Background: an optimization exercise with open tools, aiming at small area and a short achievable clock period. Do not read the settings as production practice.
The RTL was checked by simulation tests, not by an equivalence proof against the original design.
Power figures rest on the tool's default switching activity, not on a simulated workload.

==> flow/design.v, too long to show whole: its modules and the start of the top module <==
// module FA: 4 lines
// module HA: 4 lines
// module XOR2: 3 lines
// module NOR2: 3 lines
// module ALU2: 6935 lines
module ALU2 (
    input  logic clk,
    input  logic reset,
    input  logic [31:0] A, B,
    input  logic [3:0] op,
    output logic [31:0] Y
);
  // ...
==> flow/run.sh <==
#!/bin/bash
# synth_recipe.tcl (not shown) runs the flow's synth.tcl, then flattens the netlist and writes it again
# the make line also repeats each setting of config.mk as NAME=value (left out here)
make -C /OpenROAD-flow-scripts/flow DESIGN_CONFIG=/design/flow/config.mk WORK_HOME=/design/flow/orfs CLKGATE_MAP_FILE= SYNTH_SCRIPT=/design/flow/synth_recipe.tcl finish
==> flow/config.mk <==
export PLATFORM = sky130hd
export DESIGN_NAME = ALU2
export DESIGN_NICKNAME = ALU2
export VERILOG_FILES = /design/flow/design.v
export SDC_FILE = /design/flow/constraint.sdc
export NUM_CORES = 4
export LEC_CHECK = 0
export ABC_AREA = 1
export CAP_MARGIN = 20
export CORE_MARGIN = 2
export CORE_UTILIZATION = 55
export PLACE_DENSITY = 0.7
export SLEW_MARGIN = 20
export SYNTH_HIERARCHICAL = 1
export SYNTH_MINIMUM_KEEP_SIZE = 0
==> flow/constraint.sdc <==
create_clock -name core_clock -period 75.0 [get_ports {clk}]
set_input_delay 15.0000 -clock core_clock [delete_from_list [all_inputs] [get_ports {clk}]]
set_output_delay 15.0000 -clock core_clock [all_outputs]
set_load 0.01 [all_outputs]
==> flow_summary_export.csv, run 1 <==
group,metric,value,unit
worst_setup_path,crit_cells,299,
synthesis,ys_seq_elements,124,
final_layout,signal_buffers,198,
grt,busiest_layer,"met2",
worst_setup_path,r2r-end,"Y[1]$_DFF_PP0_",
worst_setup_path,cp-endpoint,"Y[1]$_DFF_PP0_",
grt,grtUsageMet1,0.501,
synthesis,synth_edf_count,0,
power_and_ir_drop,p_switching,716,uW
sta,tns,0,ns
status,status,"finished clean",
synthesis,synth-adder-area-share,0.464,
route,drt_iter0_drc,4593,
route,wl_per_cell,22.9,um
sta,worst_hold_slack,0.927,ns
clock_network,clock_path_buffers,2,
grt,grt_pass1_vias,47101,
final_layout,seq_cells,124,
die,num_tap_cells,1176,
final_layout,buffer_area_frac,0.0326,
clock_network,cts_hold_buffers,0,
die,die_y,306,um
final_layout,final-clk-cell-share,0.0108,
synthesis,synth_top_family_by_area,"adder cells",
grt,grtUsageMet2,0.604,
==> inputs of run 2 (changes only) <==
==> flow/flow/run.sh (new file) <==
#!/bin/bash
set -euo pipefail
R=$PWD/orfs/results/sky130hd/ALU2/base
bash standard.sh $R/1_2_yosys.v > synth_flow.log 2>&1
python3 flow/ha2xor.py $R/1_2_yosys.v > ha2xor.log 2>&1
bash standard.sh SETUP_SLACK_MARGIN=33 finish > layout_flow.log 2>&1
==> flow/flow/ha2xor.py (new file) <==
#!/usr/bin/env python3
"""Replace each sky130 half adder whose carry output drives nothing with an
XOR2 cell (same function on the used output, a third less area).
usage: ha2xor.py NETLIST.v   (edited in place)"""
import re, sys
p = sys.argv[1]
t = open(p).read()
inst = re.compile(r'(  sky130_fd_sc_hd__ha_1 (\S+) \(\n\s*\.A\(([^)]*)\),\n\s*\.B\(([^)]*)\),\n\s*\.COUT\(([^)]*)\),\n\s*\.SUM\(([^)]*)\)\n\s*\);)')
# count every use of every net name in pin connections / assigns
uses = {}
for m in re.finditer(r'\.\w+\(([^()]*)\)', t):
    n = m.group(1).strip()
    uses[n] = uses.get(n, 0) + 1
for m in re.finditer(r'assign\s+([^=]+)=([^;]+);', t):
    for n in re.findall(r'[\\\w$.\[\]:]+ ?', m.group(0)):
        n = n.strip()
        uses[n] = uses.get(n, 0) + 1
cnt = 0
def rep(m):
    global cnt
    whole, name, a, b, co, s = m.groups()
    co = co.strip()
    if co == '' or uses.get(co, 0) <= 1:
        cnt += 1
        return f"  sky130_fd_sc_hd__xor2_1 {name} (\n    .A({a}),\n    .B({b}),\n    .X({s})\n  );"
    return whole
t2 = inst.sub(rep, t)
open(p, 'w').write(t2)
print(f"ha2xor: replaced {cnt} half adders")
==> flow/standard.sh (new file) <==
#!/bin/bash
# synth_recipe.tcl (not shown) runs the flow's synth.tcl, then flattens the netlist and writes it again
# the make line also repeats each setting of config.mk as NAME=value (left out here)
make -C /OpenROAD-flow-scripts/flow DESIGN_CONFIG=/design/flow/config.mk WORK_HOME=/design/flow/orfs CLKGATE_MAP_FILE= SYNTH_SCRIPT=/design/flow/synth_recipe.tcl "${@:-finish}"
removed: flow/run.sh
==> run 2 against run 1 <==
Compared with the run above:
- area after synthesis decreased by 3.7%
- worst setup slack improved by 12 ns
- utilization increased by 4.4 points
- combinational power about the same
- clock power increased by 7.5%
- cell area increased by 3.6%
- worst hold slack got worse by 0.13 ns
- register-to-register slack improved by 12 ns
- critical path type is now in -> reg
- critical endpoint is now regR[29]$_DFF_PP0_
- largest cell class unchanged
- highest routed layer unchanged
==> flow_summary_export.csv, run 2 <==
group,metric,value,unit
worst_setup_path,reg2reg_depth,303,
worst_setup_path,r2r-end,"Y[23]$_DFF_PP0_",
synthesis,avgSynthCellArea,7.17,sq um
die,die_y,301,um
route,vias_per_cell,5.98,
final_layout,mostFrequentLayoutCell,"nand2_1",
placement,post-dp-hpwl,137000,um
clock_network,clk_latency,0.53,ns
sta,slew_viol_final,0,
sta,post-route-min-period,40.11,ns
synthesis,synth_cells,6756,
route,wl,189000,um
die,boundaryPins,102,
clock_network,clock_path_buffers,2,
sta,finalSetupViolations,0,
sta,hold_viol,0,
clock_network,htreeDepth,4,
worst_setup_path,arrival,40.53,ns
route,vias,48937,
sta,fin_skew,0.0273,ns
grt,grt_pass1_wl,275000,um
power_and_ir_drop,ir_drop,0.0000778,V
die,rows,108,
worst_setup_path,rr_startpoint,"regB[29]$_DFF_PP0_",
worst_setup_path,cp-endpoint,"regR[29]$_DFF_PP0_",
route,drt_iter0_drc,4768,
final_layout,top_regs,"Y x32, regA x32, regB x32",
job,maxCapViolCount,0,
sta,relSlewSlack,0.252,
grt,grt_max_degree,76,
route,ant_nets,0,
final_layout,layout-drive-gt1-share,0.130,
die,start_util,0.556,
placement,io_buffers,101,
final_layout,post-route-util,0.635,
final_layout,fin_nets,8178,
final_layout,final_cell_mix,"nand2_1, nor2_1, inv_1, ha_1, xor2_1",
sta,fmax,24.9,MHz
placement,gp_congestion,1.02,
worst_setup_path,crit_path_start,"B[25]",
clock_network,clkSlewWorstSetupHoldPaths,0.07,ns
die,core,0.0870,sq mm
worst_setup_path,cpMaxStageDelayCell,"clkdlybuf4s50_1",
route,drcViolationCount,0,
worst_setup_path,r2r_setup_slack,35.00,ns
die,floorplan.die_area,0.0904,sq mm
placement,placed_cell_area,0.0508,sq mm
sta,tightest_slew,1.12,ns
synthesis,ys_warn_count,7,
synthesis,synth_area,0.0484,sq mm
synthesis,syn-num-nets,7915,
grt,track_usage,0.403,
clock_network,tritoncts,"yes",
route,first_pass_iters,6,
clock_network,cts_root_buf,"clkbuf_16",
worst_setup_path,criticalPathCategory,"in -> reg",
worst_setup_path,required,75.42,ns
worst_setup_path,cp_max_fo,11,
worst_setup_path,cp_common_cell,"nand2_1",
worst_setup_path,max_stage_delay,0.46,ns
sta,min_period_over_period,0.535,
status,status,"finished clean",
worst_setup_path,cp-end-kind,"register",
final_layout,area_growth,14.1,%
route,wl_per_cell,23.1,um
clock_network,cts_buffers,17,
final_layout,final_cells,8188,
grt,grt_pass1_vias,46895,
power_and_ir_drop,leakagePower,0.0293,uW
sta,rsz0062_at_grt,"no",
sta,tns,0,ns
grt,antenna_found_initial,7,
min_path,hp-class,"reg -> reg",
power_and_ir_drop,p_per_area,24.1,mW/mm^2
placement,placedCellCount,7947,
clock_network,cts.sinks,124,
sta,worst_hold_slack,0.801,ns
final_layout,final_area,0.0553,sq mm
grt,grt_overflow,0,
die,die_w,301,um
worst_setup_path,startpoint_type,"input pin",
clock_network,cts_hold_buffers,0,
run 2: repair_timing:
item | CTS | global route
gates resized for setup | 108 | 323
pin swaps | 19 | 91
endpoints found under the setup margin | 47 | 47
cloned | 18 | 20
buffers inserted | 30 | 140
run 2: worst min-delay path by stage:
stage | end | slack, ns | cells after the start | start
floorplan | Y[0]$_DFF_PP0_ | 0.63 | 2 | regA[0]$_DFF_PP0_
CTS | Y[0]$_DFF_PP0_ | 0.79 | 2 | regA[0]$_DFF_PP0_
global placement | Y[0]$_DFF_PP0_ | 0.78 | 2 | regA[0]$_DFF_PP0_
global route | Y[0]$_DFF_PP0_ | 0.83 | 2 | regA[0]$_DFF_PP0_
finish | Y[0]$_DFF_PP0_ | 0.80 | 2 | regA[0]$_DFF_PP0_
detailed placement | Y[0]$_DFF_PP0_ | 0.76 | 2 | regA[0]$_DFF_PP0_
run 2: stage by stage:
| stage | power, uW | setup WS [ns] |
|---|---|---|
| 2_1_floorplan | 830 | 35.62 |
| 6_report | 1330 | 34.89 |
| 3_5_place_dp | 1160 | 23.70 |
| 5_1_grt | 1450 | 32.08 |
| 4_1_cts | 1280 | 33.00 |
| 3_3_place_gp | 1150 | 25.37 |
run 2: critical path, delay by kind of cell:
family	cells	cell delay, ns
fa+ha+maj	13	3.76
simple gates	79	6.95
buf+inv	26	2.53
compound gates	75	12.21
run 2: area by class of cell:
class                   count  area [sq um]
diodes                      1          2.50
clock buffers              20           467
clock inverters            12           159
fillers                  7918         31800
inverters                 743          2940
multi-input cells        5761         43500
flip-flops and latches    124          3140
well taps                1155          1450
repair buffers            365          3520
repair inverters            7          56.3
run 2: power by group:
group          switching [uW]  internal (uW)  total (uW)
registers                11.7           74.9        86.5
logic                     655            495        1150
clock network            43.2           55.1        98.3
run 2: metal layers:
layer | global-route usage | part of all wire | vias up
met4 | 0.253 | 0.075 | 10
met5 | 0 | 0.00030 | -
met2 | 0.635 | 0.44 | 2679
met1 | 0.487 | 0.37 | 22968
met3 | 0.110 | 0.11 | 848
li1 | - | - | 22432
==> inputs of run 3 (changes only) <==
==> flow/flow/run.sh (replaced) <==
#!/bin/bash
set -euo pipefail
R=$PWD/orfs/results/sky130hd/ALU2/base
bash standard.sh $R/1_2_yosys.v > synth_flow.log 2>&1
python3 flow/ha2xor.py $R/1_2_yosys.v > ha2xor.log 2>&1
bash standard.sh "BUFFER_PORTS_ARGS=-buffer_cell sky130_fd_sc_hd__buf_1" SETUP_SLACK_MARGIN=33 finish > layout_flow.log 2>&1
--- a/flow/config.mk
+++ b/flow/config.mk
@@ -10,4 +10,4 @@
 export CORE_MARGIN = 2
-export CORE_UTILIZATION = 55
-export PLACE_DENSITY = 0.7
+export CORE_UTILIZATION = 65
+export PLACE_DENSITY = 0.75
 export SLEW_MARGIN = 20
==> run 3 against run 2 <==
Compared with the run above:
- final cell count shrank 2.1%
- critical endpoint is now regR[24]$_DFF_PP0_
- still clean on timing, DRC and antenna
- maximum frequency shrank 0.16%
- total power grew 0.52%
- non-clock buffer count grew 10
- highest routed layer unchanged
==> flow_summary_export.csv, run 3 <==
group,metric,value,unit
power_and_ir_drop,leakagePower,0.0290,uW
final_layout,final_cell_mix,"nand2_1, nor2_1, inv_1, ha_1, xor2_1",
worst_setup_path,arrival,40.56,ns
placement,post-dp-hpwl,134000,um
die,die_y,277,um
grt,track_usage,0.468,
worst_setup_path,rr_startpoint,"regB[0]$_DFF_PP0_",
clock_network,cts_buffers,17,
route,drt_iter0_drc,5243,
final_layout,fin_nets,8187,
worst_setup_path,cp_common_cell,"nand2_1",
clock_network,htreeDepth,4,
sta,finalSetupViolations,0,
power_and_ir_drop,ir_drop,0.000119,V
synthesis,synth_area,0.0484,sq mm
sta,post-route-min-period,40.18,ns
sta,slew_viol_final,0,
die,floorplan.die_area,0.0767,sq mm
synthesis,avgSynthCellArea,7.17,sq um
worst_setup_path,max_stage_delay,0.33,ns
power_and_ir_drop,p_per_area,24.7,mW/mm^2
worst_setup_path,cp_max_fo,11,
clock_network,cts_root_buf,"clkbuf_16",
worst_setup_path,required,75.38,ns
placement,io_buffers,101,
sta,tightest_slew,1.32,ns
min_path,holdPathEnd,"Y[0]$_DFF_PP0_",
sta,fmax,24.9,MHz
synthesis,ys_warn_count,7,
final_layout,top_regs,"Y x32, regA x32, regB x32",
sta,fin_skew,0.0518,ns
grt,grt_overflow,0,
worst_setup_path,criticalPathCategory,"in -> reg",
route,wl,187000,um
worst_setup_path,cpMaxStageDelayCell,"ha_1",
die,die_w,277,um
sta,hold_viol,0,
grt,grt_max_degree,68,
min_path,worstHoldStart,"regA[0]$_DFF_PP0_",
clock_network,cts.sinks,124,
clock_network,cts_hold_buffers,0,
worst_setup_path,r2r-end,"Y[23]$_DFF_PP0_",
worst_setup_path,cp-end-kind,"register",
route,ant_nets,0,
worst_setup_path,startpoint_type,"input pin",
final_layout,area_growth,12.0,%
job,maxCapViolCount,0,
die,boundaryPins,102,
route,vias,49525,
min_path,hp-class,"reg -> reg",
final_layout,mostFrequentLayoutCell,"nand2_1",
sta,min_period_over_period,0.536,
status,status,"finished clean",
route,first_pass_iters,10,
grt,antenna_found_initial,10,
placement,dp_slack,24.02,ns
route,vias_per_cell,6.18,
sta,relSlewSlack,0.119,
route,wl_per_cell,23.4,um
clock_network,clk_latency,0.52,ns
worst_setup_path,reg2reg_depth,303,
final_layout,layout-drive-gt1-share,0.130,
synthesis,syn-num-nets,7915,
die,start_util,0.654,
min_path,min_path_cells,2,
grt,grt_pass1_wl,274000,um
clock_network,clkSlewWorstSetupHoldPaths,0.06,ns
grt,grt_pass1_vias,47504,
clock_network,clock_path_buffers,2,
die,rows,100,
clock_network,tritoncts,"yes",
power_and_ir_drop,total_power,1340,uW
sta,rsz0062_at_grt,"no",
placement,gp_congestion,1.02,
sta,finalWorstSetupSlack,34.82,ns
synthesis,synth_cells,6756,
die,core,0.0741,sq mm
sta,tns,0,ns
worst_setup_path,r2r_setup_slack,35.04,ns
route,drcViolationCount,0,
## run 3: worst max path at each step
stage	start	end	slack, ns	depth (start not counted)
after floorplan	regB[0]$_DFF_PP0_	Y[29]$_DFF_PP0_	35.62	315
after global placement	regB[29]$_DFF_PP0_	Y[10]$_DFF_PP0_	25.89	299
after detailed placement	regB[29]$_DFF_PP0_	Y[20]$_DFF_PP0_	24.02	305
after CTS	B[29]	regR[26]$_DFF_PP0_	33.01	190
after global routing	regB[0]$_DFF_PP0_	Y[7]$_DFF_PP0_	32.50	310
final	B[19]	regR[24]$_DFF_PP0_	34.82	196
## run 3: stage by stage
stage | cells | area [sq um] | util | hold WS, ns
after floorplan | 6756 | 48400 | - | 0.629
after global placement | 7760 | 49900 | 0.674 | 0.720
after detailed placement | 7760 | 49900 | 0.674 | 0.737
after CTS | 7837 | 51300 | 0.692 | 0.752
after global routing | 8010 | 54200 | 0.732 | 0.822
final | 8012 | 54200 | 0.732 | 0.743
## run 3: cell type report
| type | count | area, sq um |
|---|---|---|
| antenna | 2 | 5.00 |
| clock buffer | 20 | 467 |
| clock inverter | 12 | 159 |
| fill | 6029 | 19800 |
| inverter | 743 | 2930 |
| multi-input combinational | 5763 | 43500 |
| sequential | 124 | 3140 |
| tap | 969 | 1210 |
| timing repair buffer | 375 | 2790 |
| timing repair inverter | 4 | 30.0 |
## run 3: routing by layer
layer / share of wire / vias to the layer above / track usage
li1: - / 22430 / -
met3: 0.13 / 1044 / 0.168
met4: 0.086 / 18 / 0.319
met2: 0.43 / 3035 / 0.722
met5: 0.00076 / - / 0
met1: 0.36 / 22998 / 0.547
## run 3: repair_timing
item,CTS,global route
resized for setup,94,307
setup buffers,31,152
hold endpoints to repair,0,0
pin swaps,14,105
endpoints found under the setup margin,47,47
cloned,14,20
## run 3: where the power goes
part / internal [uW] / switching (uW)
clock network: 55.1 / 40.6
registers: 74.8 / 10.3
logic: 488 / 673
total: 618 / 724
## run 3: critical path, delay by kind of cell
family	cells	cell delay, ns
compound gates	75	12.13
simple gates	80	6.98
fa+ha+maj	13	3.92
buf+inv	28	2.43

what the ideal ports hide:
Ports are ideal in the flow. The routed layouts listed here were re-timed in OpenROAD. Step 1: set_driving_cell puts a clkbuf_16 on clk and a buf_2 on each other input, an assumption about the parent block. Step 2, shift: input delay + t, output delay - t, t = (earliest + latest rising clock arrival at the registers) / 2. This alone moves slack from input paths to output paths. a / b / c = ideal / step 1 / step 2; a / b = the first two.
run | shift t [ns] | setup slack, ns | clock arrival spread, ns
run 1 | 0.582 | 23.371 / 23.371 / 23.371 | 0.026 / 0.026
run 2 | 0.591 | 34.886 / 34.936 / 34.345 | 0.035 / 0.035
run 3 | 0.555 | 34.824 / 34.839 / 34.284 | 0.052 / 0.052
After both steps every run listed still meets setup and hold. The setup slack of run 2, which loses most, moves by +0.050 ns with the drivers and by -0.541 ns with both steps.
